This design comes from an exercise in tuning for small area, a short achievable clock period and few clock cycles per item on the open sky130 flow, not from production work.
RTL that was checked went through simulation tests only; none was proved equivalent to the original.
Function not checked in runs 1 to 3 and 7: the RTL went through the layout flow alone.

==> design.v <==
module hw3_0516310(
	input clk,
	input enable,
	input [79:0] inbits,
	output [34:0] out_text,
	output reg valid);
	reg [79:0] sr;        
	reg loaded;           
	reg started;          
	reg [2:0] ph;         
	reg [2:0] n;          
	reg [12:0] code_r;    
	reg [27:0] out_hi;    
	wire [22:0] s;
	genvar k;
	generate for (k = 0; k < 23; k = k + 1) begin : g_s
		assign s[k] = sr[79-k];
	end endgenerate
	integer i, j;
	reg [19:0] m;         
	reg [7:0] live;
	always @* begin
		for (i = 0; i < 8; i = i + 1) live[i] = (i >= ph);
		for (i = 0; i < 20; i = i + 1) m[i] = s[i] & (i >= 8 || live[i]);
	end
	reg [20:0] gap, first;
	reg seen, any;
	always @* begin
		seen = started;
		for (i = 0; i <= 20; i = i + 1) begin
			gap[i] = seen & ~(s[i] | s[i+1] | s[i+2]);
			if (i < 8) gap[i] = gap[i] & live[i];
			seen = seen | s[i];
		end
		any = 1'b0;
		for (i = 0; i <= 20; i = i + 1) begin
			first[i] = gap[i] & ~any;
			any = any | gap[i];
		end
	end
	wire found = |gap;
	reg [12:0] code;
	always @* begin
		code = 13'd0;
		for (i = 1; i <= 20; i = i + 1)
			for (j = 0; j < 13; j = j + 1)
				if (j < i) code[j] = code[j] | (first[i] & m[i-1-j]);
	end
	wire st0 = |gap[4:0];
	wire st16 = found ? ~(|gap[12:0]) : ~started & ~(|s[15:0]);
	wire st8 = ~st0 & ~st16;
	reg [2:0] phn;
	always @* begin
		phn = 3'd0;
		for (i = 0; i <= 20; i = i + 1)
			if (first[i]) phn = phn | ((i + 3) % 8);
	end
	wire z8 = ~(|inbits[79:72]);
	wire z16 = z8 & ~(|inbits[71:64]);
	wire ld0 = ~loaded & ~z8;
	wire ld8 = ~loaded & z8 & ~z16;
	wire ld16 = ~loaded & z16;
	wire [79:0] nxt = ({80{ld0}} & inbits)
	                | ({80{ld8}} & {inbits[71:0], 8'b0})
	                | ({80{ld16}} & {inbits[63:0], 16'b0})
	                | ({80{loaded & st0}} & sr)
	                | ({80{loaded & st8}} & {sr[71:0], 8'b0})
	                | ({80{loaded & st16}} & {sr[63:0], 16'b0});
	reg [6:0] letter;
	always @* begin
		case (code_r)
			13'b10111         : letter = 7'd65;
			13'b111010101     : letter = 7'd66;
			13'b11101011101   : letter = 7'd67;
			13'b1110101       : letter = 7'd68;
			13'b1             : letter = 7'd69;
			13'b101011101     : letter = 7'd70;
			13'b111011101     : letter = 7'd71;
			13'b1010101       : letter = 7'd72;
			13'b101           : letter = 7'd73;
			13'b1011101110111 : letter = 7'd74;
			13'b111010111     : letter = 7'd75;
			13'b101110101     : letter = 7'd76;
			13'b1110111       : letter = 7'd77;
			13'b11101         : letter = 7'd78;
			13'b11101110111   : letter = 7'd79;
			13'b10111011101   : letter = 7'd80;
			13'b1110111010111 : letter = 7'd81;
			13'b1011101       : letter = 7'd82;
			13'b10101         : letter = 7'd83;
			13'b111           : letter = 7'd84;
			13'b1010111       : letter = 7'd85;
			13'b101010111     : letter = 7'd86;
			13'b101110111     : letter = 7'd87;
			13'b11101010111   : letter = 7'd88;
			13'b1110101110111 : letter = 7'd89;
			13'b11101110101   : letter = 7'd90;
			default           : letter = 7'd0;
		endcase
	end
	wire emit = loaded & found & (n != 3'd5);
	assign out_text = {out_hi, letter};
	always @(posedge clk) begin
		sr <= nxt;
		if (emit) begin
			code_r <= code;
			out_hi <= {out_hi[20:0], letter};
		end
		if (!enable) begin
			loaded <= 1'b0;
			started <= 1'b0;
			ph <= 3'd0;
			n <= 3'd0;
			valid <= 1'b0;
		end else begin
			loaded <= 1'b1;
			if (loaded) begin
				started <= started | found | (|s[7:0]);
				ph <= phn;
			end
			if (emit) n <= n + 3'd1;
			if (emit && n == 3'd4) valid <= 1'b1;
		end
	end
endmodule
==> flow/run.sh <==
#!/bin/bash
# The standard layout, with the port buffers made from the smallest buffer
# (buf_1) instead of the one buffer_ports picks by itself.
set -euo pipefail
bash standard.sh finish \
  "BUFFER_PORTS_ARGS=-buffer_cell sky130_fd_sc_hd__buf_1" \
  > standard.log 2>&1
==> standard.sh <==
#!/bin/bash
# synth_recipe.tcl (not shown) runs the flow's synth.tcl, then flattens the netlist and writes it again
# the make line also repeats each setting of config.mk as NAME=value (left out here)
make -C /OpenROAD-flow-scripts/flow DESIGN_CONFIG=/design/flow/config.mk WORK_HOME=/design/flow/orfs CLKGATE_MAP_FILE= SYNTH_SCRIPT=/design/flow/synth_recipe.tcl "${@:-finish}"
==> config.mk <==
export PLATFORM = sky130hd
export DESIGN_NAME = hw3_0516310
export DESIGN_NICKNAME = hw3_0516310
export VERILOG_FILES = /design/flow/design.v
export SDC_FILE = /design/flow/constraint.sdc
export NUM_CORES = 4
export LEC_CHECK = 0
export ABC_CLOCK_PERIOD_IN_PS = 3000
export CAP_MARGIN = 20
export CORE_MARGIN = 2
export CORE_UTILIZATION = 40
export CTS_BUF_LIST = sky130_fd_sc_hd__clkbuf_4 sky130_fd_sc_hd__clkbuf_8
export CTS_CLUSTER_SIZE = 30
export SETUP_SLACK_MARGIN = 1.5
export SLEW_MARGIN = 20
==> constraint.sdc <==
create_clock -name core_clock -period 5.0 [get_ports {clk}]
set_input_delay 1.0000 -clock core_clock [delete_from_list [all_inputs] [get_ports {clk}]]
set_output_delay 1.0000 -clock core_clock [all_outputs]
set_load 0.01 [all_outputs]
==> run summary, run 1 <==
leading area contributor after synthesis=dfxtp_1; Synth Warn #=13; nets=approximately 1.4k; Post-synth EDFFs=37; first-pass GRT wire length=54.7 mm; final clock skew=between 0.02 and 0.025 ns; I/O pin count=around 120; sequential area share after synthesis=32.3%; post-synthesis xor/xnor area fraction=0.0977%; Reg2Reg Depth=9; largest stage delay on the critical path=~0.5 ns; setup slack, reg-to-reg=between 1.5 and 2 ns; fmax=roughly 280 MHz; Hold Crit Class=flop to flop; startpoint type of the worst setup path=flop; adder-cell share of the synthesized area=0.419%; Clock Root Buffer=clkbuf_8; Hold Crit Start=out_hi[17]; end of the worst register-to-register path=sr[70]; top-area cell type share of the netlist area=19.9%; most common cell after layout, fill and taps aside=nand2_1; Final Hold Vio Count=0; number of port buffers=approximately 110; crit end category=output pin; # DRC=0; multi-input logic area=5690 µm²; critical path's slowest cell=or4_4; Die ar.=23600 µm²; Synth Area per Inst=7.18 µm²; critical path class=flop to output pin; Global Route Usage Sum=about 29%; critical-path cell list=and3_4 > nand3b_1 > nor4_2 > a41o_1 > a21o_1 > or4_4 > buf_6; vias in the first global route=9511; drt total wl=34.7 mm; Final Wtd Congestion=1.04; RSZ-0062 raised after global routing=yes; Mapped Area=8970 µm²; synth top area cells=dfxtp_1 20%, nand2_1 15%, edfxtp_1 12%, a41oi_1 6.2%, a211oi_1 5.3%; post-synthesis cell type count=between 70 and 80; TritonCTS Buffers=17; RR Startpoint=sr[65]; CP required=4.00 ns; drt first pass iters=9; Seq. cell area=2900 µm²; Tmin final=3.52 ns; chip width=154 µm; crit-path max FO=5; cells after synthesis=1249; Vias/cell=6.48; run status=timing/DRC/antenna clean; Worst-path clk slew=0.09 ns; global route overflow=0; Vias=between 10k and 15k; fraction of registers with async set/reset=0%; CP Data Arrival Time=~2.5 ns; post-DR wirelength/cell=21.7 µm; share of post-route cells with drive strength above 1=9.39%; mux contribution to synthesized area=0.223%; initial drt markers=1329; fillcell total=around 2.2k; period utilization=70.3%; Slew Viols, Final=0; DP HPWL=24.2 mm; Top FF cell, synth=dfxtp_1; slew margin rel.=28.1%; Synth Area in Compound Gates=31.2%; Rows=54; Setup violations, final=0; number of register bits inferred by synthesis=126; Core ar.=21900 µm²; CP startpoint=code_r[6]; Die Ht=154 µm; Clk Latency, worst-skew pair=0.47 ns; final instance area=10100 µm²; Max Cap Viol=0; Syn-to-layout area delta=13.0%; Synth Area in Simple Gates=between 20 and 30%; maximum number of pins on one net before global-route repair=slightly above 80; Area after DPL=~9500 µm²; most frequent cells in the layout=362 x nand2_1, 111 x buf_1, 93 x a21oi_1, 88 x dfxtp_1; CTS tree=yes; Clock Tree Buf Depth=2; initial antenna violation count=0; setup total negative slack=0 ns; H-Tree Depth=4; combinational family with the most area after synthesis=compound AO/OA/AOI/OAI gates; Antenna diodes=0; hold_buf cts=0; CTS Sinks=126; CP Capture Point=out_text[6]; initial core utilization=between 40% and 50%; Tightest Pin Transition=1.08 ns; Final ANT Viol Nets=0
[cells by family (layout without fill, tap and decap cells)]
logic type | Yosys count | after routing
AOI/OAI and AO/OA | 389 | 389
xor gates and xnor gates | 1 | 1
adders and majority gates | 3 | 3
buffers and inverters | 128 | 195
DFF | 126 | 126
muxes | 2 | 2
other | 1 | 5
and+or+nand+nor | 599 | 599
[routing by layer]
metal	track usage (%)	up-vias	wire length, µm
met1	40.3	4871	14800
met4	10.1	0	1220
met3	5.92	101	3370
met5	0	-	0
li1	-	4786	-
met2	44.0	608	15300
[area by class of cell]
type,instances,area share (%)
clock inverter,13,1.27
timing repair buffer,157,7.88
tap,280,3.46
multi-input combinational,999,56.1
sequential,126,28.6
inverter,6,0.222
clock buffer,19,2.46
[state kept, by name (all words and copies together), names as in the netlist]
signal	flops
sr	80
out_hi	24
code_r	13
n	3
ph	3
loaded	1
started	1
valid	1
[stage by stage]
| stage | util [%] | cells | hold slack (ns) | worst slack (ns) |
|---|---|---|---|---|
| 2_1_floorplan | - | 1253 | 0.459 | 1.68 |
| 3_5_place_dp | 43.4 | 1554 | 0.437 | 1.22 |
| 3_3_place_gp | 43.4 | 1554 | 0.430 | 1.23 |
| 5_1_grt | 46.3 | 1600 | 0.469 | 1.41 |
| 4_1_cts | 45.8 | 1593 | 0.454 | 1.50 |
| 6_report | 46.3 | 1600 | 0.457 | 1.48 |
[cell usage after synthesis (4+ instances only)]
cell type	count
buf_2	10
nor3_1	37
edfxtp_1	37
a31oi_1	21
o22ai_1	13
a21oi_1	93
a221oi_1	17
buf_4	12
nor3b_1	5
nand4_1	11
and3_1	10
or3_1	5
nor2_1	61
a22oi_1	17
a211oi_1	63
buf_1	12
a41oi_1	63
inv_1	6
clkbuf_1	88
and2_1	9
nand2_1	366
a32oi_1	6
or2_2	5
o211ai_1	5
or4_1	6
o211a_1	4
nand3b_1	7
a222oi_1	13
nand3_1	42
dfxtp_1	89
o21ai_0	33
nor2b_1	6
nor4_1	14
[timing repair]
action / 4_1_cts / 5_1_grt
endpoints found under the setup margin: 120 / 113
setup buffers: 7 / 7
gates resized for setup: 19 / 15
pin swaps: 2 / 2
[how the worst min path moves through the flow]
stage	cells past startpoint	slack [ns]	endpoint
CTS	0	0.45	out_hi[9]
floorplan	2	0.46	n[2]
detailed placement	0	0.44	out_hi[10]
finish	0	0.46	out_hi[24]
global route	0	0.47	out_hi[18]
global placement	0	0.43	out_hi[16]
[worst max-delay path: cells and delay by family (launching register included)]
family / cells / cell delay [ns]
DFF: 1 / 0.48
buffers and inverters: 1 / 0.14
AOI/OAI and AO/OA: 2 / 0.42
and+or+nand+nor: 4 / 1.00
==> run 2: changes to the inputs <==
--- a/config.mk
+++ b/config.mk
@@ -7,3 +7,3 @@
 export LEC_CHECK = 0
-export ABC_CLOCK_PERIOD_IN_PS = 3000
+export ABC_AREA = 1
 export CAP_MARGIN = 20
==> run 2 against run 1 <==
Compared with the run above:
- clock skew shrank 0.0037 ns
- worst hold slack barely moved
- sequential cell count stayed put
- final cell count grew 8.8%
- clock-buffer cell count fell by 2
- first-iteration DRC count shrank 13%
- die area is 1.1% higher
- critical path type unchanged
- non-clock buffer count shrank 11
- synthesized area up 1.1%
- still clean
- register-to-register slack better by 0.08 ns
==> run summary, run 2 <==
Mapped Area=9070 µm² (was 8970 µm²); CTS Sinks=126 (unchanged); I/O pin count=118 (unchanged); mux contribution to synthesized area=0% (was 0.223%); Slew Viols, Final=0 (unchanged); Synth Warn #=13 (unchanged); fillcell total=2333 (was 2233); Final ANT Viol Nets=0 (unchanged); critical path class=flop to output pin (unchanged); Max Cap Viol=0 (unchanged); global route overflow=0 (unchanged); Tightest Pin Transition=1.06 ns (was 1.08 ns); # DRC=0 (unchanged); run status=timing/DRC/antenna clean (unchanged); H-Tree Depth=4 (unchanged); cells after synthesis=1361 (was 1249); hold_buf cts=0 (unchanged); CTS tree=yes (unchanged); adder-cell share of the synthesized area=0.414% (was 0.419%); drt first pass iters=5 (was 9); Post-synth EDFFs=37 (unchanged); final instance area=10300 µm² (was 10100 µm²); period utilization=68.0% (was 70.3%); Clk Latency, worst-skew pair=0.45 ns (was 0.47 ns); Global Route Usage Sum=27.2% (was 28.8%); initial drt markers=1152 (was 1329); startpoint type of the worst setup path=flop (unchanged); TritonCTS Buffers=17 (unchanged); initial antenna violation count=1 (was 0); Post-Place Setup Slack=1.22 ns (about the same); fraction of registers with async set/reset=0% (unchanged); Die Ht=155 µm (was 154 µm); initial core utilization=40.4% (was 41.0%); Hold Crit Class=flop to flop (unchanged); fmax=294 MHz (was 284 MHz); Tmin final=3.40 ns (was 3.52 ns); post-synthesis xor/xnor area fraction=0.0966% (was 0.0977%); maximum number of pins on one net before global-route repair=65 (was 82); DP HPWL=23.2 mm (was 24.2 mm); setup slack, reg-to-reg=1.69 ns (was 1.61 ns); Area after DPL=9590 µm² (was 9510 µm²); top-area cell type share of the netlist area=19.7% (was 19.9%); share of post-route cells with drive strength above 1=9.14% (was 9.39%); Final Hold Vio Count=0 (unchanged); top-count cell post-synth=nand2_1 (unchanged); synth top area cells=dfxtp_1 20%, edfxtp_1 12%, nand2_1 12%, nand4_1 8.4%, nand3_1 7.9% (was dfxtp_1 20%, nand2_1 15%, edfxtp_1 12%, a41oi_1 6.2%, a211oi_1 5.3%); Clock Root Buffer=clkbuf_8 (unchanged); crit end category=output pin (unchanged); number of register bits inferred by synthesis=126 (unchanged); RSZ-0062 raised after global routing=yes (unchanged); Worst-path clk slew=0.09 ns (about the same); Final Wtd Congestion=0.937 (was 1.04); leading area contributor after synthesis=dfxtp_1 (unchanged); worst setup margin=1.60 ns (was 1.48 ns); CP required=4.00 ns (about the same); Setup violations, final=0 (unchanged); CP Data Arrival Time=2.40 ns (was 2.52 ns); max reg flops=80 (unchanged); Top FF cell, synth=dfxtp_1 (unchanged); Die ar.=23900 µm² (was 23600 µm²); drt total wl=33.2 mm (was 34.7 mm); Vias=10.4k (about the same); Seq. cell area=2890 µm² (was 2900 µm²); Synth Area in Compound Gates=12.0% (was 31.2%); vias in the first global route=9479 (was 9511); combinational family with the most area after synthesis=simple AND/OR/NAND/NOR gates (was compound AO/OA/AOI/OAI gates); setup total negative slack=0 ns (unchanged); most frequent cells in the layout=280 x nand2_1, 155 x nor2_1, 139 x nand3_1, 134 x inv_1, 122 x nand4_1 (was 362 x nand2_1, 111 x buf_1, 93 x a21oi_1, 88 x dfxtp_1); crit-path max FO=3 (was 5); Clock Tree Buf Depth=2 (unchanged); fin util=45.9% (was 46.3%); Rows=55 (was 54); post-synthesis cell type count=47 (was 74); nets=1527 (was 1392); Core ar.=22400 µm² (was 21900 µm²); number of port buffers=112 (unchanged); sequential area share after synthesis=31.9% (was 32.3%); top flop regs=sr (80), out_hi (24), code_r (13) (unchanged); slew margin rel.=29.2% (was 28.1%); Synth Area in Simple Gates=44.4% (was 29.7%); Most flops, register=sr (unchanged); Post-synth top cells=280 x nand2_1, 164 x nor2_1, 143 x inv_1, 143 x nand3_1, 122 x nand4_1 (was 366 x nand2_1, 93 x a21oi_1, 89 x dfxtp_1); Synth Area per Inst=6.66 µm² (was 7.18 µm²); dpl cells=1688 (was 1554); Vias/cell=5.96 (was 6.48); post-DR wirelength/cell=19.1 µm (was 21.7 µm); final clock skew=0.0187 ns (was 0.0224 ns); Final Non-Filler Cells=1740 (was 1600); most common cell after layout, fill and taps aside=nand2_1 (unchanged); Antenna diodes=0 (unchanged); chip width=155 µm (was 154 µm); multi-input logic area=5380 µm² (was 5690 µm²); first-pass GRT wire length=52.3 mm (was 54.7 mm); Syn-to-layout area delta=13.7% (was 13.0%)
==> run 2: changes by cell type in the layout (fill, tap and decap cells not counted), moves of 77 or more <==
| cell | previous run | this run |
|---|---|---|
| a21oi_1 | 93 | 16 |
| nand4_1 | 11 | 122 |
| inv_1 | 6 | 134 |
| nor2_1 | 58 | 155 |
| nand3_1 | 41 | 139 |
| nand2_1 | 362 | 280 |
==> run 2: final cells by class <==
cell class	instances	share of cell area (%)
sequential	126	28.1
clock inverter	15	1.42
timing repair buffer	146	6.67
multi-input combinational	991	52.2
tap	285	3.46
clock buffer	17	2.27
timing repair inverter	1	0.0729
inverter	159	5.83
==> run 2: cells by family (layout without fill, tap and decap cells) <==
family | Yosys count | in the layout
buffers and inverters | 248 | 338
other | 1 | 5
xor gates and xnor gates | 1 | 1
DFF | 126 | 126
AOI/OAI and AO/OA | 153 | 153
and+or+nand+nor | 829 | 829
adders and majority gates | 3 | 3
==> run 2: worst max-delay path, stage by stage, from the launching register on <==
cell and delay [ns]:
edfxtp_1 0.40, inv_1 0.07, nor2_1 0.03, inv_1 0.11, nor3_4 0.06, inv_2 0.08, nor2_2 0.05, inv_2 0.09
nor2_1 0.06, a21oi_1 0.15, o21ai_2 0.12, a2111oi_4 0.36, nand4_1 0.19, buf_2 0.19
==> run 2: routing by layer <==
layer	track usage (%)	share of wire, %	vias up
li1	-	-	4888
met2	43.8	46	521
met5	0	0.033	-
met3	4.65	7.0	105
met4	14.0	5.0	2
met1	35.3	42	4862
==> run 2: worst paths after layout <==
path,start,end,cells past startpoint
worst min-delay path,out_hi[9],out_hi[16],0
worst max-delay path,code_r[2],out_text[6],13
worst min register to register,out_hi[9],out_hi[16],0
worst max register to register,sr[72],sr[72],13
==> run 2: per-stage QoR <==
step	hold WS, ns
after floorplan	0.457
after global placement	0.429
after detailed placement	0.437
after CTS	0.452
after global routing	0.467
final	0.457
==> run 2: timing repair <==
| action | 4_1_cts | 5_1_grt |
|---|---|---|
| gates cloned | 1 | 0 |
| hold endpoints to repair | 0 | 0 |
| buffers inserted | 0 | 19 |
| setup endpoints to repair | 77 | 97 |
| pin swaps | 0 | 7 |
| resized for setup | 9 | 47 |
==> run 3: changes to the inputs <==
--- a/design.v
+++ b/design.v
@@ -41,9 +41,14 @@
 	wire found = |gap;
-	reg [12:0] code;
+	reg [4:0] bpos;
 	always @* begin
-		code = 13'd0;
-		for (i = 1; i <= 20; i = i + 1)
-			for (j = 0; j < 13; j = j + 1)
-				if (j < i) code[j] = code[j] | (first[i] & m[i-1-j]);
+		bpos = 5'd0;
+		for (i = 0; i <= 20; i = i + 1)
+			if (first[i]) bpos = bpos | i;
 	end
+	wire [19:0] mr;
+	generate for (k = 0; k < 20; k = k + 1) begin : g_mr
+		assign mr[k] = m[19-k];
+	end endgenerate
+	wire [19:0] msh = mr >> (5'd20 - bpos);
+	wire [12:0] code = msh[12:0];
 	wire st0 = |gap[4:0];
@@ -57,10 +62,3 @@
 	end
-	wire z8 = ~(|inbits[79:72]);
-	wire z16 = z8 & ~(|inbits[71:64]);
-	wire ld0 = ~loaded & ~z8;
-	wire ld8 = ~loaded & z8 & ~z16;
-	wire ld16 = ~loaded & z16;
-	wire [79:0] nxt = ({80{ld0}} & inbits)
-	                | ({80{ld8}} & {inbits[71:0], 8'b0})
-	                | ({80{ld16}} & {inbits[63:0], 16'b0})
+	wire [79:0] nxt = ({80{~loaded}} & inbits)
 	                | ({80{loaded & st0}} & sr)
--- a/config.mk
+++ b/config.mk
@@ -7,3 +7,3 @@
 export LEC_CHECK = 0
-export ABC_AREA = 1
+export ABC_CLOCK_PERIOD_IN_PS = 3000
 export CAP_MARGIN = 20
==> run 3 against run 2 <==
Compared with the run above:
- clock skew down 0.0034 ns
- synthesized cell count shrank 37%
- maximum frequency is 7.6% lower
- first-iteration DRC count down 54%
- largest cell class unchanged
- highest routed layer is now met4
==> run summary, run 3 <==
run status=timing/DRC/antenna clean (unchanged); adder-cell share of the synthesized area=0.674% (was 0.414%); Most flops, register=sr (unchanged); Rows=49 (was 55); Final Wtd Congestion=0.934 (was 0.937); TritonCTS Buffers=17 (unchanged); Antenna diodes=0 (unchanged); post-DR wirelength/cell=19.0 µm (was 19.1 µm); top-area cell type share of the netlist area=24.0% (was 19.7%); cells after synthesis=863 (was 1361); Reg2Reg Depth=11 (was 13); Top FF cell, synth=dfxtp_1 (unchanged); final clock skew=0.0153 ns (was 0.0187 ns); I/O pin count=118 (unchanged); Post-synth top cells=114 x nand2_1, 100 x nor2_1, 89 x dfxtp_1 (was 280 x nand2_1, 164 x nor2_1, 143 x inv_1, 143 x nand3_1, 122 x nand4_1); Synth Area in Compound Gates=25.1% (was 12.0%); Core ar.=18100 µm² (was 22400 µm²); Syn-to-layout area delta=22.4% (was 13.7%); CP required=5.21 ns (was 4.00 ns); post-synthesis xor/xnor area fraction=0.589% (was 0.0966%); first-pass GRT wire length=35.8 mm (was 52.3 mm); Worst-path clk slew=0.09 ns (about the same); # DRC=0 (unchanged); Area after DPL=7990 µm² (was 9590 µm²); Hold Crit Start=out_hi[6] (was out_hi[9]); Vias=7414 (was 10.4k); Global Route Usage Sum=22.9% (was 27.2%); initial drt markers=532 (was 1152); hold path depth=0 (unchanged); Final ANT Viol Nets=0 (unchanged); synth top area cells=dfxtp_1 24%, edfxtp_1 15%, a221oi_1 8.0%, nand2_1 5.8%, o21ai_0 5.5% (was dfxtp_1 20%, edfxtp_1 12%, nand2_1 12%, nand4_1 8.4%, nand3_1 7.9%); max reg flops=80 (unchanged); share of post-route cells with drive strength above 1=21.2% (was 9.14%); CP Data Arrival Time=3.89 ns (was 2.40 ns); Final Hold Vio Count=0 (unchanged); drt first pass iters=5 (unchanged); Synth Area per Inst=8.61 µm² (was 6.66 µm²); mux contribution to synthesized area=7.36% (was 0%); Setup violations, final=0 (unchanged); period utilization=73.6% (was 68.0%); met2 wire length=11.3 mm (was 15.4 mm); chip width=140 µm (was 155 µm); initial core utilization=41.1% (was 40.4%); Mapped Area=7430 µm² (was 9070 µm²); Vias/cell=6.05 (was 5.96); most common cell after layout, fill and taps aside=nand2_1 (unchanged); RSZ-0062 raised after global routing=yes (unchanged); vias in the first global route=6758 (was 9479); Slew Viols, Final=0 (unchanged); DP HPWL=15.3 mm (was 23.2 mm); setup total negative slack=0 ns (unchanged); initial antenna violation count=0 (was 1); Synth Warn #=13 (unchanged); critical path class=flop to flop (was flop to output pin); H-Tree Depth=4 (unchanged); setup slack, reg-to-reg=1.32 ns (was 1.69 ns); Max Cap Viol=0 (unchanged); top flop regs=sr (80), out_hi (24), code_r (13) (unchanged); Clock Root Buffer=clkbuf_8 (unchanged); RR Startpoint=sr[79] (was sr[72]); Clock Tree Buf Depth=2 (unchanged); top-count cell post-synth=nand2_1 (unchanged); Worst Hold Endpoint=out_hi[13] (was out_hi[16]); combinational family with the most area after synthesis=compound AO/OA/AOI/OAI gates (was simple AND/OR/NAND/NOR gates); Synth Area in Simple Gates=21.8% (was 44.4%); global route overflow=0 (unchanged); CTS Sinks=126 (unchanged); end of the worst register-to-register path=code_r[4] (was sr[72]); leading area contributor after synthesis=dfxtp_1 (unchanged); startpoint type of the worst setup path=flop (unchanged); DR WL met3=1.43 mm (was 2.32 mm); sequential area share after synthesis=38.9% (was 31.9%); Tightest Pin Transition=0.924 ns (was 1.06 ns); Die ar.=19700 µm² (was 23900 µm²); nets=1070 (was 1527); final instance area=9100 µm² (was 10300 µm²); most frequent cells in the layout=113 x nand2_1, 109 x buf_1, 99 x nor2_1, 77 x o21ai_0, 73 x dfxtp_1 (was 280 x nand2_1, 155 x nor2_1, 139 x nand3_1, 134 x inv_1, 122 x nand4_1); met1 wire length=9.74 mm (was 13.8 mm); fmax=272 MHz (was 294 MHz); DR top layer=met4 (was met5); slew margin rel.=38.4% (was 29.2%); maximum number of pins on one net before global-route repair=94 (was 65); crit end category=flop (was output pin); number of register bits inferred by synthesis=126 (unchanged); drt total wl=23.3 mm (was 33.2 mm); Hold Crit Class=flop to flop (unchanged); crit-path max FO=7 (was 3); post-synthesis cell type count=83 (was 47); CTS tree=yes (unchanged); number of port buffers=112 (unchanged); Die Ht=140 µm (was 155 µm); Tmin final=3.68 ns (was 3.40 ns); fraction of registers with async set/reset=0% (unchanged); Post-synth EDFFs=37 (unchanged); Clk Latency, worst-skew pair=0.46 ns (was 0.45 ns)
run 3: cell count changes after synthesis, moves of 21 or more:
| cell | before | now |
|---|---|---|
| nand3b_1 | 65 | 8 |
| nand2_1 | 280 | 114 |
| nand4_1 | 122 | 10 |
| o2111ai_1 | 23 | 2 |
| o21ai_0 | 24 | 81 |
| inv_1 | 143 | 7 |
| nor2_1 | 164 | 100 |
| a221oi_1 | 6 | 68 |
| a22oi_1 | 29 | 1 |
| nand3_1 | 143 | 14 |
run 3: worst max path at each step:
stage,start,slack (ns),depth (start not counted),endpoint
after global placement,sr[76],1.09,12,code_r[0]
after global routing,started,1.18,10,code_r[2]
after detailed placement,sr[76],1.08,12,code_r[0]
after CTS,sr[78],1.35,12,code_r[0]
after floorplan,started,1.09,16,code_r[0]
final,sr[79],1.32,11,code_r[4]
run 3: kinds of logic after synthesis:
family	Yosys count
simple gates	338
flops	126
mux	34
buf+inv	90
compound gates	265
xor+xnor	5
other cells	1
fa+ha+maj	4
run 3: timing repair:
| item | CTS | global route |
|---|---|---|
| setup endpoints to repair | 85 | 90 |
| gates resized for setup | 39 | 48 |
| endpoints found under the hold margin | 0 | 0 |
| cloned | 1 | 1 |
| pin swaps | 10 | 21 |
| hold buffers | 0 | 0 |
| buffers inserted | 31 | 17 |
run 3: worst max-delay path, stage by stage (launching register included):
cell and delay (ns):
dfxtp_4 0.36, or4_4 0.61, a211oi_4 0.25, o22ai_4 0.17
and4bb_2 0.40, nand3_2 0.09, and4_4 0.21, ha_4 0.34
mux4_2 0.55, mux2i_2 0.21, mux2i_1 0.10, and2_1 0.14
run 3: stage by stage:
stage	hold slack [ns]	setup slack (ns)	cells	util [%]
2_1_floorplan	0.443	1.09	867	-
3_3_place_gp	0.425	1.09	1144	44.2
3_5_place_dp	0.434	1.08	1144	44.2
4_1_cts	0.450	1.35	1208	48.5
5_1_grt	0.457	1.18	1226	50.3
6_report	0.451	1.32	1226	50.3
run 3: layout make-up:
| class | instances | area, µm² |
|---|---|---|
| clock inverter | 14 | 144 |
| inverter | 9 | 46.3 |
| sequential | 126 | 2920 |
| tap | 229 | 287 |
| multi-input combinational | 652 | 4510 |
| timing repair buffer | 178 | 945 |
| clock buffer | 18 | 248 |
| fill | 1786 | 8990 |
run 3: routing by layer:
layer | up-vias | global-route usage (%)
met5 | - | 0
met4 | 0 | 9.09
met3 | 62 | 4.65
met2 | 339 | 37.5
met1 | 3515 | 29.7
li1 | 3498 | -
==> run 4: changes to the inputs <==
--- a/design.v
+++ b/design.v
@@ -41,14 +41,9 @@
 	wire found = |gap;
-	reg [4:0] bpos;
+	reg [12:0] code;
 	always @* begin
-		bpos = 5'd0;
-		for (i = 0; i <= 20; i = i + 1)
-			if (first[i]) bpos = bpos | i;
+		code = 13'd0;
+		for (i = 1; i <= 20; i = i + 1)
+			for (j = 0; j < 13; j = j + 1)
+				if (j < i) code[j] = code[j] | (first[i] & m[i-1-j]);
 	end
-	wire [19:0] mr;
-	generate for (k = 0; k < 20; k = k + 1) begin : g_mr
-		assign mr[k] = m[19-k];
-	end endgenerate
-	wire [19:0] msh = mr >> (5'd20 - bpos);
-	wire [12:0] code = msh[12:0];
 	wire st0 = |gap[4:0];
==> flow/run.sh (replaced) <==
#!/bin/bash
# The standard layout, with two changes:
# - synthesis maps with ABC's default script instead of ORFS's abc_speed
#   script (flow/synth_abc.tcl, which then runs synth_recipe.tcl unchanged);
# - the port buffers are made from the smallest buffer (buf_1) instead of
#   the one buffer_ports picks by itself.
set -euo pipefail
bash standard.sh finish \
  "SYNTH_SCRIPT=$PWD/flow/synth_abc.tcl" \
  "BUFFER_PORTS_ARGS=-buffer_cell sky130_fd_sc_hd__buf_1" \
  > standard.log 2>&1
==> flow/synth_abc.tcl (new file) <==
# The standard flow's synthesis script, with ABC's own default mapping script in place of
# ORFS's abc_speed script (no other change: same passes, registers and names).
proc abc {args} {
  set i [lsearch -exact $args -script]
  if {$i >= 0} { set args [lreplace $args $i [expr {$i + 1}]] }
  yosys abc {*}$args
}
source [file join [file dirname [file dirname [file normalize [info script]]]] synth_recipe.tcl]
==> run 4 against run 3 <==
Compared with the run above:
- clock-buffer cell count rose by 1
- die area down 8.6%
- via count down 4.3%
- register-to-register slack better by 0.08 ns
==> run summary, run 4 <==
TritonCTS Buffers=17 (unchanged); crit-path max FO=18 (was 7); Core ar.=16600 µm² (was 18100 µm²); Antenna diodes=0 (unchanged); Vias=7093 (was 7414); top-count cell post-synth=dfxtp_1 (was nand2_1); number of register bits inferred by synthesis=126 (unchanged); Top FF cell, synth=dfxtp_1 (unchanged); sequential area share after synthesis=42.7% (was 38.9%); leading area contributor after synthesis=dfxtp_1 (unchanged); Final Non-Filler Cells=1072 (was 1226); post-DR wirelength/cell=23.2 µm (was 19.0 µm); drt total wl=24.9 mm (was 23.3 mm); I/O pin count=118 (unchanged); Post-synth top cells=89 x dfxtp_1, 87 x a221o_1, 73 x a22o_1 (was 114 x nand2_1, 100 x nor2_1, 89 x dfxtp_1); critical path class=flop to flop (unchanged); Synth Warn #=13 (unchanged); top flop regs=sr (80), out_hi (24), code_r (13) (unchanged); initial antenna violation count=0 (unchanged); Mapped Area=6780 µm² (was 7430 µm²); top-area cell type share of the netlist area=26.3% (was 24.0%); fillcell total=1524 (was 1786); RSZ-0062 raised after global routing=yes (unchanged); startpoint type of the worst setup path=flop (unchanged); CTS tree=yes (unchanged); cells after synthesis=708 (was 863); maximum number of pins on one net before global-route repair=84 (was 94); Final Wtd Congestion=0.925 (was 0.934); initial core utilization=40.9% (was 41.1%); dpl cells=990 (was 1144); crit end category=flop (unchanged); post-synthesis cell type count=53 (was 83); Final Hold Vio Count=0 (unchanged); Clock Tree Buf Depth=2 (unchanged); Hold Crit Class=flop to flop (unchanged); fraction of registers with async set/reset=0% (unchanged); Tmin final=3.60 ns (was 3.68 ns); max reg flops=80 (unchanged); Die ar.=18000 µm² (was 19700 µm²); vias in the first global route=6358 (was 6758); chip width=134 µm (was 140 µm); Synth Area per Inst=9.57 µm² (was 8.61 µm²); setup total negative slack=0 ns (unchanged); most common cell after layout, fill and taps aside=buf_1 (was nand2_1); Clock Root Buffer=clkbuf_8 (unchanged); fin util=52.8% (was 50.3%); drt first pass iters=9 (was 5); Rows=47 (was 49); period utilization=72.0% (was 73.6%); Global Route Usage Sum=25.1% (was 22.9%); Vias/cell=6.62 (was 6.05); DP HPWL=15.3 mm (about the same); Worst-path clk slew=0.08 ns (was 0.09 ns); most frequent cells in the layout=110 x buf_1, 87 x a221o_1, 76 x dfxtp_1, 73 x a22o_1, 65 x nand2_1 (was 113 x nand2_1, 109 x buf_1, 99 x nor2_1, 77 x o21ai_0, 73 x dfxtp_1); fmax=278 MHz (was 272 MHz); run status=timing/DRC/antenna clean (unchanged); Final ANT Viol Nets=0 (unchanged); final clock skew=0.0166 ns (was 0.0153 ns); Syn-to-layout area delta=29.2% (was 22.4%); Most flops, register=sr (unchanged); Post-synth EDFFs=37 (unchanged); nets=924 (was 1070); Max Cap Viol=0 (unchanged); Slew Viols, Final=0 (unchanged); number of port buffers=112 (unchanged); CP Data Arrival Time=3.99 ns (was 3.89 ns); hold_buf cts=0 (unchanged); Die Ht=134 µm (was 140 µm); Setup violations, final=0 (unchanged); slew margin rel.=36.5% (was 38.4%); H-Tree Depth=4 (unchanged); Tightest Pin Transition=0.951 ns (was 0.924 ns); synth top area cells=dfxtp_1 26%, edfxtp_1 16%, a221o_1 13%, a22o_1 9.4%, nand2_1 3.8% (was dfxtp_1 24%, edfxtp_1 15%, a221oi_1 8.0%, nand2_1 5.8%, o21ai_0 5.5%); Clk Latency, worst-skew pair=0.45 ns (was 0.46 ns); initial drt markers=875 (was 532); CTS Sinks=126 (unchanged); CP required=5.39 ns (was 5.21 ns); first-pass GRT wire length=35.6 mm (was 35.8 mm); # DRC=0 (unchanged); global route overflow=0 (unchanged); share of post-route cells with drive strength above 1=21.5% (was 21.2%)
-- run 4: cell types whose count changed after synthesis, sizes merged, moves of 11 or more --
cell,before,now
o21ai,86,15
nand2,114,69
a221o,0,87
mux2i,13,1
a31oi,15,2
clkbuf,62,43
mux4,16,0
a22o,1,73
nor2,100,45
a221oi,68,16
and2,9,20
a21oi,27,12
a222oi,0,13
-- run 4: timing repair --
item / 4_1_cts / 5_1_grt
endpoints found under the setup margin: 136 / 135
cloned: 2 / 13
pin swaps: 15 / 25
setup buffers: 13 / 22
endpoints found under the hold margin: 0 / 0
gates resized for setup: 40 / 73
-- run 4: cells by family (layout without fill, tap and decap cells) --
family	after synthesis	count (layout)	share of synthesized area (%)
other	1	5	0.0553
XOR/XNOR	1	1	0.129
buffers and inverters	74	214	4.99
AND/OR/NAND/NOR	256	256	19.9
adder cells (fa/ha/maj)	3	3	0.554
multiplexers	1	1	0.148
AO/OA/AOI/OAI	246	246	31.5
flip-flops	126	126	42.7
-- run 4: worst paths after layout --
| path | endpoint | from | cells past startpoint | slack (ns) |
|---|---|---|---|---|
| max | sr[36] | sr[79] | 13 | 1.40 |
| min | out_hi[13] | out_hi[6] | 0 | 0.44 |
| max reg2reg | sr[36] | sr[79] | 13 | 1.40 |
| min reg2reg | out_hi[13] | out_hi[6] | 0 | 0.44 |
-- run 4: critical path, cell delays in order, from the launching register on --
cell	delay (ns)
dfxtp_4	0.38
nor3_4	0.27
nand4_1	0.17
or3_1	0.37
or3_4	0.36
or3_4	0.38
nor3_4	0.15
or4_4	0.15
nand4_1	0.18
nor3_4	0.19
a21o_1	0.20
and3_4	0.34
clkbuf_16	0.23
a221o_1	0.15
-- run 4: per-layer routing --
layer | wire (µm) | global-route usage (%)
met5 | 0 | 0
met4 | 544 | 8.60
met3 | 2680 | 5.37
met2 | 10900 | 36.3
met1 | 10800 | 36.9
-- run 4: cell type report --
cell class | count | area (µm²) | area share (%)
clock inverter | 13 | 140 | 1.60
multi-input combinational | 512 | 3980 | 45.5
timing repair buffer | 175 | 1160 | 13.2
clock buffer | 19 | 255 | 2.92
tap | 220 | 275 | 3.14
inverter | 7 | 26.3 | 0.300
sequential | 126 | 2920 | 33.3
-- run 4: through the flow --
| step | area [µm²] | hold slack (ns) | setup WS, ns |
|---|---|---|---|
| 2_1_floorplan | 6840 | 0.465 | 1.48 |
| 3_3_place_gp | 7350 | 0.435 | 0.715 |
| 3_5_place_dp | 7350 | 0.437 | 0.543 |
| 4_1_cts | 8050 | 0.440 | 1.50 |
| 5_1_grt | 8760 | 0.456 | 1.26 |
| 6_report | 8760 | 0.439 | 1.40 |
Testbench counts of run 4, summed over its fixed seeds: cycles 29,937, items 4,000.
==> run 5: changes to the inputs <==
--- a/config.mk
+++ b/config.mk
@@ -13,3 +13,3 @@
 export CTS_CLUSTER_SIZE = 30
-export SETUP_SLACK_MARGIN = 1.5
+export SETUP_SLACK_MARGIN = 1.75
 export SLEW_MARGIN = 20
==> run 5 against run 4 <==
Compared with the run above:
- still clean on timing, DRC and antenna
- core utilization grew 3.3 points
- clock-buffer cell count grew 3
- die area unchanged
- non-clock buffer count up 43
- final area is 6.3% higher
- final cell count grew 4.0%
- synthesized area stayed put
- routed wire length grew 1.9%
- clock skew shrank 0.0029 ns
==> run summary, run 5 <==
Syn-to-layout area delta=37.4% (was 29.2%); sequential area share after synthesis=42.7% (unchanged); most common cell after layout, fill and taps aside=buf_1 (unchanged); final clock skew=0.0138 ns (was 0.0166 ns); max reg flops=80 (unchanged); Final ANT Viol Nets=0 (unchanged); initial antenna violation count=0 (unchanged); Die ar.=18000 µm² (unchanged); Top FF cell, synth=dfxtp_1 (unchanged); number of port buffers=112 (unchanged); CTS tree=yes (unchanged); hold path depth=0 (unchanged); Vias/cell=6.52 (was 6.62); Post-synth EDFFs=37 (unchanged); Post-Place Setup Slack=0.640 ns (was 0.543 ns); maximum number of pins on one net before global-route repair=83 (was 84); RSZ-0062 raised after global routing=yes (unchanged); crit end category=flop (unchanged); fin util=56.1% (was 52.8%); period utilization=71.0% (was 72.0%); Slew Viols, Final=0 (unchanged); CP required=5.33 ns (was 5.39 ns); Die Ht=134 µm (unchanged); met2 wire length=11.5 mm (was 10.9 mm); Area after DPL=7340 µm² (was 7350 µm²); top-area cell type share of the netlist area=26.3% (unchanged); Clock Tree Buf Depth=2 (unchanged); final instance area=9310 µm² (was 8760 µm²); Core ar.=16600 µm² (unchanged); Final Wtd Congestion=0.965 (was 0.925); Synth Warn #=13 (unchanged); critical-path cell list=nor3_4 > nand4_1 > or3_4 > or3_4 > or3_4 > nor3_4 > or4_4 > nand4_1 > nor3_4 > a21o_1 > nor2_4 > buf_16 > a221o_1 (was nor3_4 > nand4_1 > or3_1 > or3_4 > or3_4 > nor3_4 > or4_4 > nand4_1 > nor3_4 > a21o_1 > and3_4 > clkbuf_16 > a221o_1); first-pass GRT wire length=36.9 mm (was 35.6 mm); slew margin rel.=36.7% (was 36.5%); Most flops, register=sr (unchanged); Tightest Pin Transition=0.940 ns (was 0.951 ns); Reg2Reg Depth=13 (unchanged); Synth Area per Inst=9.57 µm² (unchanged); worst setup margin=1.45 ns (was 1.40 ns); critical path's slowest cell=or3_4 (was dfxtp_4); initial core utilization=40.9% (unchanged); DR WL met3=2.61 mm (was 2.68 mm); CTS Sinks=126 (unchanged); Tmin final=3.55 ns (was 3.60 ns); post-DR wirelength/cell=22.7 µm (was 23.2 µm); top-count cell post-synth=dfxtp_1 (unchanged); chip width=134 µm (unchanged); setup total negative slack=0 ns (unchanged); met1 wire length=10.8 mm (unchanged); CP Data Arrival Time=3.88 ns (was 3.99 ns); Max Cap Viol=0 (unchanged); fraction of registers with async set/reset=0% (unchanged); leading area contributor after synthesis=dfxtp_1 (unchanged); share of post-route cells with drive strength above 1=26.6% (was 21.5%); number of register bits inferred by synthesis=126 (unchanged); vias in the first global route=6564 (was 6358); Vias=7266 (was 7093); most frequent cells in the layout=106 x buf_1, 87 x a221o_1, 75 x dfxtp_1, 73 x a22o_1, 71 x buf_4 (was 110 x buf_1, 87 x a221o_1, 76 x dfxtp_1, 73 x a22o_1, 65 x nand2_1); drt total wl=25.3 mm (was 24.9 mm); Rows=47 (unchanged); global route overflow=0 (unchanged); Antenna diodes=0 (unchanged); TritonCTS Buffers=17 (unchanged); largest stage delay on the critical path=0.38 ns (about the same); drt first pass iters=8 (was 9); Post-synth top cells=89 x dfxtp_1, 87 x a221o_1, 73 x a22o_1 (unchanged); Mapped Area=6780 µm² (unchanged); I/O pin count=118 (unchanged); H-Tree Depth=4 (unchanged); post-synthesis cell type count=53 (unchanged); setup slack, reg-to-reg=1.45 ns (was 1.40 ns); Worst-path clk slew=0.08 ns (about the same); synth top area cells=dfxtp_1 26%, edfxtp_1 16%, a221o_1 13%, a22o_1 9.4%, nand2_1 3.8% (unchanged); fmax=282 MHz (was 278 MHz); Hold Crit Class=flop to flop (unchanged); top flop regs=sr (80), out_hi (24), code_r (13) (unchanged); DP HPWL=14.9 mm (was 15.3 mm); fillcell total=1429 (was 1524); # DRC=0 (unchanged); Final Hold Vio Count=0 (unchanged); hold_buf cts=0 (unchanged); critical path class=flop to flop (unchanged); nets=967 (was 924); multi-input logic area=4050 µm² (was 3980 µm²); crit-path max FO=16 (was 18); initial drt markers=1147 (was 875); startpoint type of the worst setup path=flop (unchanged); Seq. cell area=2920 µm² (about the same); DR top layer=met4 (unchanged); Global Route Usage Sum=26.2% (was 25.1%); Clock Root Buffer=clkbuf_8 (unchanged); cells after synthesis=708 (unchanged); run status=timing/DRC/antenna clean (unchanged); Clk Latency, worst-skew pair=0.45 ns (about the same); Setup violations, final=0 (unchanged)
run 5: cell counts after synthesis:
No cell type changed its count.
run 5: kinds of logic after synthesis:
group	count (synthesis)	synth area share (%)
other	1	0.0553
buffers and inverters	74	4.99
adder cells (fa/ha/maj)	3	0.554
flip-flops	126	42.7
multiplexers	1	0.148
AND/OR/NAND/NOR	256	19.9
AO/OA/AOI/OAI	246	31.5
XOR/XNOR	1	0.129
run 5: path summary, 6_finish.rpt:
check	startpoint	endpoint
setup reg to reg	started	sr[44]
hold / removal	out_hi[9]	out_hi[16]
hold reg to reg	out_hi[9]	out_hi[16]
setup / recovery	started	sr[44]
run 5: critical path: cells and delay by family, from the launching register on:
family	cells	cell delay (ns)
DFF	1	0.36
buffers and inverters	1	0.23
AOI/OAI and AO/OA	2	0.51
and+or+nand+nor	10	2.32
run 5: timing repair:
| item | in CTS | in global routing |
|---|---|---|
| pin swaps | 21 | 28 |
| setup endpoints to repair | 136 | 136 |
| gates resized for setup | 96 | 63 |
| buffers inserted | 48 | 28 |
| gates cloned | 12 | 6 |
run 5: metal layers:
metal  global-route usage [%]  vias to the layer above
li1                         -                     3220
met5                        0                        -
met3                     6.58                       50
met2                     38.9                      466
met4                     9.01                        0
met1                     37.0                     3530
run 5: area by class of cell:
| class | count | share of cell area (%) |
|---|---|---|
| Multi-Input combinational cell | 512 | 43.5 |
| Clock inverter | 10 | 1.20 |
| Timing Repair Buffer | 218 | 17.5 |
| Tap cell | 220 | 2.96 |
| Inverter | 7 | 0.282 |
| Clock buffer | 22 | 3.12 |
| Sequential cell | 126 | 31.4 |
run 5: metrics by stage:
stage / hold WS, ns / instances
2_1_floorplan: 0.465 / 712
3_3_place_gp: 0.434 / 989
3_5_place_dp: 0.432 / 989
4_1_cts: 0.461 / 1081
5_1_grt: 0.476 / 1115
6_report: 0.457 / 1115
==> run 6: changes to the inputs <==
--- a/config.mk
+++ b/config.mk
@@ -13,3 +13,3 @@
 export CTS_CLUSTER_SIZE = 30
-export SETUP_SLACK_MARGIN = 1.75
+export SETUP_SLACK_MARGIN = 2.0
 export SLEW_MARGIN = 20
==> run 6 against run 5 <==
Compared with the run above:
- still clean on timing, DRC and antenna
- critical path depth is 4 higher
- final cell count up 1.5%
- non-clock buffer count increased by 17
- global-route usage grew 2.4 points
- largest cell class unchanged
- highest routed layer unchanged
==> run summary, run 6 <==
run status=timing/DRC/antenna clean (unchanged); CTS tree=yes (unchanged); most common cell after layout, fill and taps aside=buf_1 (unchanged); Core ar.=16600 µm² (unchanged); critical path class=flop to flop (unchanged); CP required=5.33 ns (about the same); Post-synth EDFFs=37 (unchanged); sequential area share after synthesis=42.7% (unchanged); final instance area=9840 µm² (was 9310 µm²); Die Ht=134 µm (unchanged); CP dominant cell by count=buf_4; fraction of registers with async set/reset=0% (unchanged); dpl cells=992 (was 989); post-DR wirelength/cell=24.1 µm (was 22.7 µm); slew margin rel.=37.3% (was 36.7%); top flop regs=sr (80), out_hi (24), code_r (13) (unchanged); cells after synthesis=708 (unchanged); CTS Sinks=126 (unchanged); Final Wtd Congestion=0.996 (was 0.965); max reg flops=80 (unchanged); Top FF cell, synth=dfxtp_1 (unchanged); Vias/cell=6.69 (was 6.52); Final ANT Viol Nets=0 (unchanged); Antenna diodes=0 (unchanged); Clk Latency, worst-skew pair=0.44 ns (was 0.45 ns); largest delay contributor family on the critical path=simple AND/OR/NAND/NOR gates (unchanged); TritonCTS Buffers=17 (unchanged); Tmin final=3.69 ns (was 3.55 ns); maximum number of pins on one net before global-route repair=83 (unchanged); critical path's slowest cell=dfxtp_4 (was or3_4); Die ar.=18000 µm² (unchanged); Rows=47 (unchanged); Most flops, register=sr (unchanged); Tightest Pin Transition=0.939 ns (was 0.940 ns); Clock Tree Buf Depth=2 (unchanged); H-Tree Depth=4 (unchanged); RSZ-0062 raised after global routing=yes (unchanged); final clock skew=0.0168 ns (was 0.0138 ns); Global Route Usage Sum=28.6% (was 26.2%); fillcell total=1350 (was 1429); drt first pass iters=9 (was 8); chip width=134 µm (unchanged); initial antenna violation count=0 (unchanged); initial core utilization=40.9% (unchanged); # DRC=0 (unchanged); vias in the first global route=7125 (was 6564); Syn-to-layout area delta=45.2% (was 37.4%); critical-path cell list=nor3_4 > nand4_1 > buf_4 > buf_4 > buf_4 > buf_4 > buf_6 > o21ai_4 > nand4b_1 > nor4_2 > nand4_1 > nor3_4 > a21o_1 > buf_6 > nor2_4 > clkbuf_16 > a221o_1 (was nor3_4 > nand4_1 > or3_4 > or3_4 > or3_4 > nor3_4 > or4_4 > nand4_1 > nor3_4 > a21o_1 > nor2_4 > buf_16 > a221o_1); most frequent cells in the layout=107 x buf_1, 87 x a221o_1, 76 x dfxtp_1, 73 x a22o_1, 65 x nand2_1 (was 106 x buf_1, 87 x a221o_1, 75 x dfxtp_1, 73 x a22o_1, 71 x buf_4); Final Hold Vio Count=0 (unchanged); Area after DPL=7390 µm² (was 7340 µm²); crit-path max FO=8 (was 16); drt total wl=27.3 mm (was 25.3 mm); worst path bufs/invs=7 (was 1); DP HPWL=15.4 mm (was 14.9 mm); Mapped Area=6780 µm² (unchanged); top-area cell type share of the netlist area=26.3% (unchanged); number of register bits inferred by synthesis=126 (unchanged); Setup violations, final=0 (unchanged); Clock Root Buffer=clkbuf_8 (unchanged); Slew Viols, Final=0 (unchanged); period utilization=73.8% (was 71.0%); leading area contributor after synthesis=dfxtp_1 (unchanged); first-pass GRT wire length=40.1 mm (was 36.9 mm); Max Cap Viol=0 (unchanged); Synth Warn #=13 (unchanged); setup total negative slack=0 ns (unchanged); global route overflow=0 (unchanged); Post-synth top cells=89 x dfxtp_1, 87 x a221o_1, 73 x a22o_1 (unchanged); CP Data Arrival Time=4.02 ns (was 3.88 ns); share of post-route cells with drive strength above 1=29.3% (was 26.6%); Synth Area per Inst=9.57 µm² (unchanged); fmax=271 MHz (was 282 MHz); nets=984 (was 967); top-count cell post-synth=dfxtp_1 (unchanged); synth top area cells=dfxtp_1 26%, edfxtp_1 16%, a221o_1 13%, a22o_1 9.4%, nand2_1 3.8% (unchanged); number of port buffers=112 (unchanged); Vias=7573 (was 7266); Worst-path clk slew=0.08 ns (about the same); largest stage delay on the critical path=0.39 ns (was 0.38 ns); I/O pin count=118 (unchanged); initial drt markers=1107 (was 1147); post-synthesis cell type count=53 (unchanged); crit end category=flop (unchanged); startpoint type of the worst setup path=flop (unchanged); Final Non-Filler Cells=1132 (was 1115); Hold Crit Class=flop to flop (unchanged)
[run 6: layout make-up]
class | count | area [µm²] | area share (%)
inverter | 7 | 26.3 | 0.267
sequential | 126 | 2930 | 29.8
tap | 220 | 275 | 2.80
timing repair buffer | 235 | 1990 | 20.2
clock inverter | 12 | 144 | 1.46
multi-input combinational | 512 | 4210 | 42.8
clock buffer | 20 | 263 | 2.67
[run 6: repair_timing]
item | in CTS | in global routing
cloned | 19 | 5
endpoints found under the hold margin | 0 | 0
pin swaps | 27 | 39
hold buffers | 0 | 0
buffers inserted | 62 | 22
setup endpoints to repair | 136 | 137
resized for setup | 136 | 76
[run 6: final timing paths]
| path | start | endpoint | slack [ns] | cells after the start |
|---|---|---|---|---|
| min reg2reg | out_hi[13] | out_hi[20] | 0.45 | 0 |
| min | out_hi[13] | out_hi[20] | 0.45 | 0 |
| max | sr[75] | sr[19] | 1.31 | 17 |
| max reg2reg | sr[75] | sr[19] | 1.31 | 17 |
[run 6: metal layers]
layer	vias up	part of all wire, %	track usage [%]	wire [µm]
li1	3263	-	-	-
met1	3664	41	39.3	11200
met2	539	45	42.9	12200
met3	107	11	7.22	2890
met4	0	3.6	11.9	972
met5	-	0	0	0
[run 6: logic make-up after synthesis]
logic type | after synthesis | synth area share [%]
other | 1 | 0.0553
AO/OA/AOI/OAI | 246 | 31.5
multiplexers | 1 | 0.148
AND/OR/NAND/NOR | 256 | 19.9
adder cells (fa/ha/maj) | 3 | 0.554
flip-flops | 126 | 42.7
buffers and inverters | 74 | 4.99
XOR/XNOR | 1 | 0.129
[run 6: per-stage QoR]
stage / setup WS, ns / utilization [%] / hold WS [ns]
global placement: 0.831 / 44.6 / 0.435
CTS: 1.60 / 56.2 / 0.450
global route: 1.19 / 59.3 / 0.460
finish: 1.31 / 59.3 / 0.450
floorplan: 1.48 / - / 0.465
detailed placement: 0.757 / 44.6 / 0.436
==> run 7: changes to the inputs <==
--- a/design.v
+++ b/design.v
@@ -9,3 +9,3 @@
 	reg started;          
-	reg [2:0] ph;         
+	reg [3:0] ph;         
 	reg [2:0] n;          
@@ -13,5 +13,5 @@
 	reg [27:0] out_hi;    
-	wire [22:0] s;
+	wire [30:0] s;
 	genvar k;
-	generate for (k = 0; k < 23; k = k + 1) begin : g_s
+	generate for (k = 0; k < 31; k = k + 1) begin : g_s
 		assign s[k] = sr[79-k];
@@ -19,9 +19,9 @@
 	integer i, j;
-	reg [19:0] m;         
-	reg [7:0] live;
+	reg [27:0] m;         
+	reg [15:0] live;
 	always @* begin
-		for (i = 0; i < 8; i = i + 1) live[i] = (i >= ph);
-		for (i = 0; i < 20; i = i + 1) m[i] = s[i] & (i >= 8 || live[i]);
+		for (i = 0; i < 16; i = i + 1) live[i] = (i >= ph);
+		for (i = 0; i < 28; i = i + 1) m[i] = s[i] & (i >= 16 || live[i]);
 	end
-	reg [20:0] gap, first;
+	reg [28:0] gap, first;
 	reg seen, any;
@@ -29,5 +29,5 @@
 		seen = started;
-		for (i = 0; i <= 20; i = i + 1) begin
+		for (i = 0; i <= 28; i = i + 1) begin
 			gap[i] = seen & ~(s[i] | s[i+1] | s[i+2]);
-			if (i < 8) gap[i] = gap[i] & live[i];
+			if (i < 16) gap[i] = gap[i] & live[i];
 			seen = seen | s[i];
@@ -35,3 +35,3 @@
 		any = 1'b0;
-		for (i = 0; i <= 20; i = i + 1) begin
+		for (i = 0; i <= 28; i = i + 1) begin
 			first[i] = gap[i] & ~any;
@@ -44,3 +44,3 @@
 		code = 13'd0;
-		for (i = 1; i <= 20; i = i + 1)
+		for (i = 1; i <= 28; i = i + 1)
 			for (j = 0; j < 13; j = j + 1)
@@ -48,15 +48,12 @@
 	end
-	wire st0 = |gap[4:0];
-	wire st16 = found ? ~(|gap[12:0]) : ~started & ~(|s[15:0]);
-	wire st8 = ~st0 & ~st16;
-	reg [2:0] phn;
+	wire hold = |gap[12:0];
+	reg [3:0] phn;
 	always @* begin
-		phn = 3'd0;
-		for (i = 0; i <= 20; i = i + 1)
-			if (first[i]) phn = phn | ((i + 3) % 8);
+		phn = 4'd0;
+		for (i = 0; i <= 28; i = i + 1)
+			if (first[i]) phn = phn | ((i + 3) % 16);
 	end
 	wire [79:0] nxt = ({80{~loaded}} & inbits)
-	                | ({80{loaded & st0}} & sr)
-	                | ({80{loaded & st8}} & {sr[71:0], 8'b0})
-	                | ({80{loaded & st16}} & {sr[63:0], 16'b0});
+	                | ({80{loaded & hold}} & sr)
+	                | ({80{loaded & ~hold}} & {sr[63:0], 16'b0});
 	reg [6:0] letter;
@@ -104,3 +101,3 @@
 			started <= 1'b0;
-			ph <= 3'd0;
+			ph <= 4'd0;
 			n <= 3'd0;
@@ -110,3 +107,3 @@
 			if (loaded) begin
-				started <= started | found | (|s[7:0]);
+				started <= started | found | (|s[15:0]);
 				ph <= phn;
==> run.sh (new file) <==
#!/bin/bash
# synth_recipe.tcl (not shown) runs the flow's synth.tcl, then flattens the netlist and writes it again
# the make line also repeats each setting of config.mk as NAME=value (left out here)
make -C /OpenROAD-flow-scripts/flow DESIGN_CONFIG=/design/flow/config.mk WORK_HOME=/design/flow/orfs CLKGATE_MAP_FILE= SYNTH_SCRIPT=/design/flow/synth_recipe.tcl finish
--- a/config.mk
+++ b/config.mk
@@ -11,5 +11,3 @@
 export CORE_UTILIZATION = 40
-export CTS_BUF_LIST = sky130_fd_sc_hd__clkbuf_4 sky130_fd_sc_hd__clkbuf_8
-export CTS_CLUSTER_SIZE = 30
-export SETUP_SLACK_MARGIN = 2.0
+export SETUP_SLACK_MARGIN = 1.5
 export SLEW_MARGIN = 20
removed: flow/run.sh
removed: flow/synth_abc.tcl
removed: standard.sh
==> run 7 against run 6 <==
Compared with the run above:
- synthesized cell count up 53%
- worst hold slack worse by 0.0026 ns
- final area up 14%
- core utilization down 6.2 points
- sequential share of layout area down 3.7 points
==> run summary, run 7 <==
run status=timing/DRC/antenna clean (unchanged); chip width=151 µm (was 134 µm); DP HPWL=26.2 mm (was 15.4 mm); fraction of registers with async set/reset=0% (unchanged); drt total wl=36.6 mm (was 27.3 mm); worst setup margin=1.36 ns (was 1.31 ns); crit-path max FO=5 (was 8); post-DR wirelength/cell=24.8 µm (was 24.1 µm); Final Hold Vio Count=0 (unchanged); drt first pass iters=8 (was 9); most frequent cells in the layout=121 x nor2_1, 106 x clkdlybuf4s50_1, 97 x a21oi_1, 83 x nand2_1, 83 x dfxtp_1 (was 107 x buf_1, 87 x a221o_1, 76 x dfxtp_1, 73 x a22o_1, 65 x nand2_1); Max Cap Viol=0 (unchanged); post-synthesis cell type count=81 (was 53); setup slack, reg-to-reg=1.43 ns (was 1.31 ns); startpoint type of the worst setup path=flop (unchanged); crit end category=output pin (was flop); maximum number of pins on one net before global-route repair=119 (was 83); Synth Warn #=13 (unchanged); Slew Viols, Final=0 (unchanged); Hold Crit Start=out_hi[9] (was out_hi[13]); period utilization=72.8% (was 73.8%); I/O pin count=118 (unchanged); initial antenna violation count=1 (was 0); RR Startpoint=sr[72] (was sr[75]); critical path's slowest cell=edfxtp_1 (was dfxtp_4); Vias=9695 (was 7573); vias in the first global route=8729 (was 7125); end of the worst register-to-register path=code_r[5] (was sr[19]); synth top area cells=dfxtp_1 21%, edfxtp_1 13%, mux2i_1 7.5%, a21oi_1 5.6%, nor2_1 5.2% (was dfxtp_1 26%, edfxtp_1 16%, a221o_1 13%, a22o_1 9.4%, nand2_1 3.8%); Post-synth EDFFs=37 (unchanged); dpl cells=1409 (was 992); Post-synth top cells=121 x nor2_1, 98 x a21oi_1, 90 x dfxtp_1 (was 89 x dfxtp_1, 87 x a221o_1, 73 x a22o_1); Worst Hold Endpoint=out_hi[16] (was out_hi[20]); CP Data Arrival Time=2.64 ns (was 4.02 ns); largest stage delay on the critical path=0.42 ns (was 0.39 ns); Clk Latency, worst-skew pair=0.44 ns (about the same); H-Tree Depth=4 (unchanged); Setup violations, final=0 (unchanged); GR Util met2=45.9% (was 42.9%); hold_buf cts=0 (unchanged); Most flops, register=sr (unchanged); sequential area share after synthesis=33.5% (was 42.7%); GR Util met1=42.1% (was 39.3%); top flop regs=sr (80), out_hi (24), code_r (13) (unchanged); hold path depth=0 (unchanged); top-area cell type share of the netlist area=20.7% (was 26.3%); Core ar.=21200 µm² (was 16600 µm²); initial core utilization=41.1% (was 40.9%); Mapped Area=8690 µm² (was 6780 µm²); Top FF cell, synth=dfxtp_1 (unchanged); GR Util met3=10.3% (was 7.22%); cells after synthesis=1081 (was 708); # DRC=0 (unchanged); setup total negative slack=0 ns (unchanged); global route overflow=0 (unchanged); CP dominant cell by count=or3_4 (was buf_4); number of port buffers=112 (unchanged); Tmin final=3.64 ns (was 3.69 ns); Post-Place Setup Slack=0.851 ns (was 0.757 ns); Global Route Usage Sum=31.2% (was 28.6%); fmax=275 MHz (was 271 MHz); Clock Tree Buf Depth=2 (unchanged); Clock Root Buffer=clkbuf_16 (was clkbuf_8); Worst-path clk slew=0.06 ns (was 0.08 ns); top-count cell post-synth=nor2_1 (was dfxtp_1); minimum hold slack=0.448 ns (was 0.450 ns); most common cell after layout, fill and taps aside=nor2_1 (was buf_1); Hold Crit Class=flop to flop (unchanged); Final ANT Viol Nets=0 (unchanged)
[run 7: cell count changes after synthesis, moves of 14 or more]
cell and change:
a22oi_1 +19, a22o_1 -61, mux2i_1 +64, nand2_1 +18
a221o_1 -82, clkbuf_1 +31, inv_1 +14, a21oi_1 +86
nor2_1 +76, nor3_1 +17, o22ai_1 +29, nor4_1 +17
[run 7: area by class of cell]
| cell class | instances | area (µm²) | area share [%] |
|---|---|---|---|
| clock buffers | 19 | 464 | 4.13 |
| clock inverters | 13 | 141 | 1.26 |
| inverters | 21 | 78.8 | 0.701 |
| multi-input cells | 839 | 5590 | 49.8 |
| flip-flops and latches | 127 | 2920 | 26.0 |
| well taps | 275 | 344 | 3.06 |
| repair buffers | 184 | 1690 | 15.0 |
[run 7: what timing repair did]
item                       CTS  global route
gates cloned                 2             2
setup endpoints to repair  133           120
resized for setup           53            33
buffers inserted            13            20
pin swaps                   13            14
[run 7: through the flow]
step / area (µm²) / util, %
2_1_floorplan: 8710 / -
3_3_place_gp: 10000 / 47.5
3_5_place_dp: 10000 / 47.5
4_1_cts: 10900 / 51.6
5_1_grt: 11200 / 53.1
6_report: 11200 / 53.1
[run 7: worst max path at each step]
stage / startpoint / to / slack [ns] / cells after the start
4_1_cts: code_r[7] / out_text[0] / 1.27 / 7
3_5_place_dp: started / n[0] / 0.85 / 8
2_1_floorplan: sr[79] / n[0] / 1.61 / 11
6_report: code_r[12] / out_text[2] / 1.36 / 8
3_3_place_gp: started / n[0] / 0.91 / 8
5_1_grt: code_r[12] / out_text[3] / 1.26 / 8
[run 7: routing by layer]
metal | share of wire (%) | up-vias
met2 | 42 | 715
li1 | - | 4370
met5 | 0.033 | -
met1 | 41 | 4488
met4 | 4.1 | 2
met3 | 13 | 120
[run 7: logic make-up (layout without fill, tap and decap cells)]
kind of cell | count (synthesis) | count (layout) | synth area share, %
DFF | 127 | 127 | 33.5
AOI/OAI and AO/OA | 329 | 331 | 26.5
xor gates and xnor gates | 1 | 1 | 0.101
buffers and inverters | 123 | 237 | 6.17
muxes | 66 | 66 | 7.61
adders and majority gates | 3 | 3 | 0.432
other | 1 | 5 | 0.0431
and+or+nand+nor | 431 | 433 | 25.6

[separate check: timing with driven ports]
In the flow no input, the clock included, has a driving cell. The finished layouts below were timed again as built, in two steps. Step 1 (the two cells are an assumption about what drives the block):
set clk [get_ports {clk}]
set_driving_cell -lib_cell sky130_fd_sc_hd__clkbuf_16 $clk
set_driving_cell -lib_cell sky130_fd_sc_hd__buf_2 [delete_from_list [all_inputs] $clk]
Step 2, shift: input delay + t, output delay - t, t = (earliest + latest rising clock arrival at the registers) / 2. This alone moves slack from input paths to output paths. Three values: ideal ports, drivers, drivers and shift; two values: the first two.
| run | t (ns) | setup slack, ns | worst hold slack (ns) | slew at the worst register clock pin (ns) |
|---|---|---|---|---|
| run 1 | 0.502 | 1.484 / 1.439 / 1.469 | 0.457 / 0.457 / 0.457 | 0.09 / 0.09 |
| run 2 | 0.488 | 1.599 / 1.556 / 1.350 | 0.457 / 0.457 / 0.457 | 0.09 / 0.09 |
| run 3 | 0.485 | 1.318 / 1.318 / 1.318 | 0.451 / 0.451 / 0.451 | 0.09 / 0.09 |
| run 4 | 0.480 | 1.399 / 1.399 / 1.399 | 0.439 / 0.439 / 0.439 | 0.08 / 0.08 |
| run 5 | 0.478 | 1.449 / 1.449 / 1.449 | 0.457 / 0.457 / 0.457 | 0.08 / 0.08 |
| run 6 | 0.474 | 1.308 / 1.308 / 1.308 | 0.450 / 0.450 / 0.450 | 0.08 / 0.08 |
| run 7 | 0.474 | 1.360 / 1.309 / 1.429 | 0.448 / 0.448 / 0.448 | 0.07 / 0.07 |
After both steps every run listed still meets setup and hold. The setup slack of run 2, which loses most, moves by -0.043 ns with the drivers and by -0.249 ns with both steps.
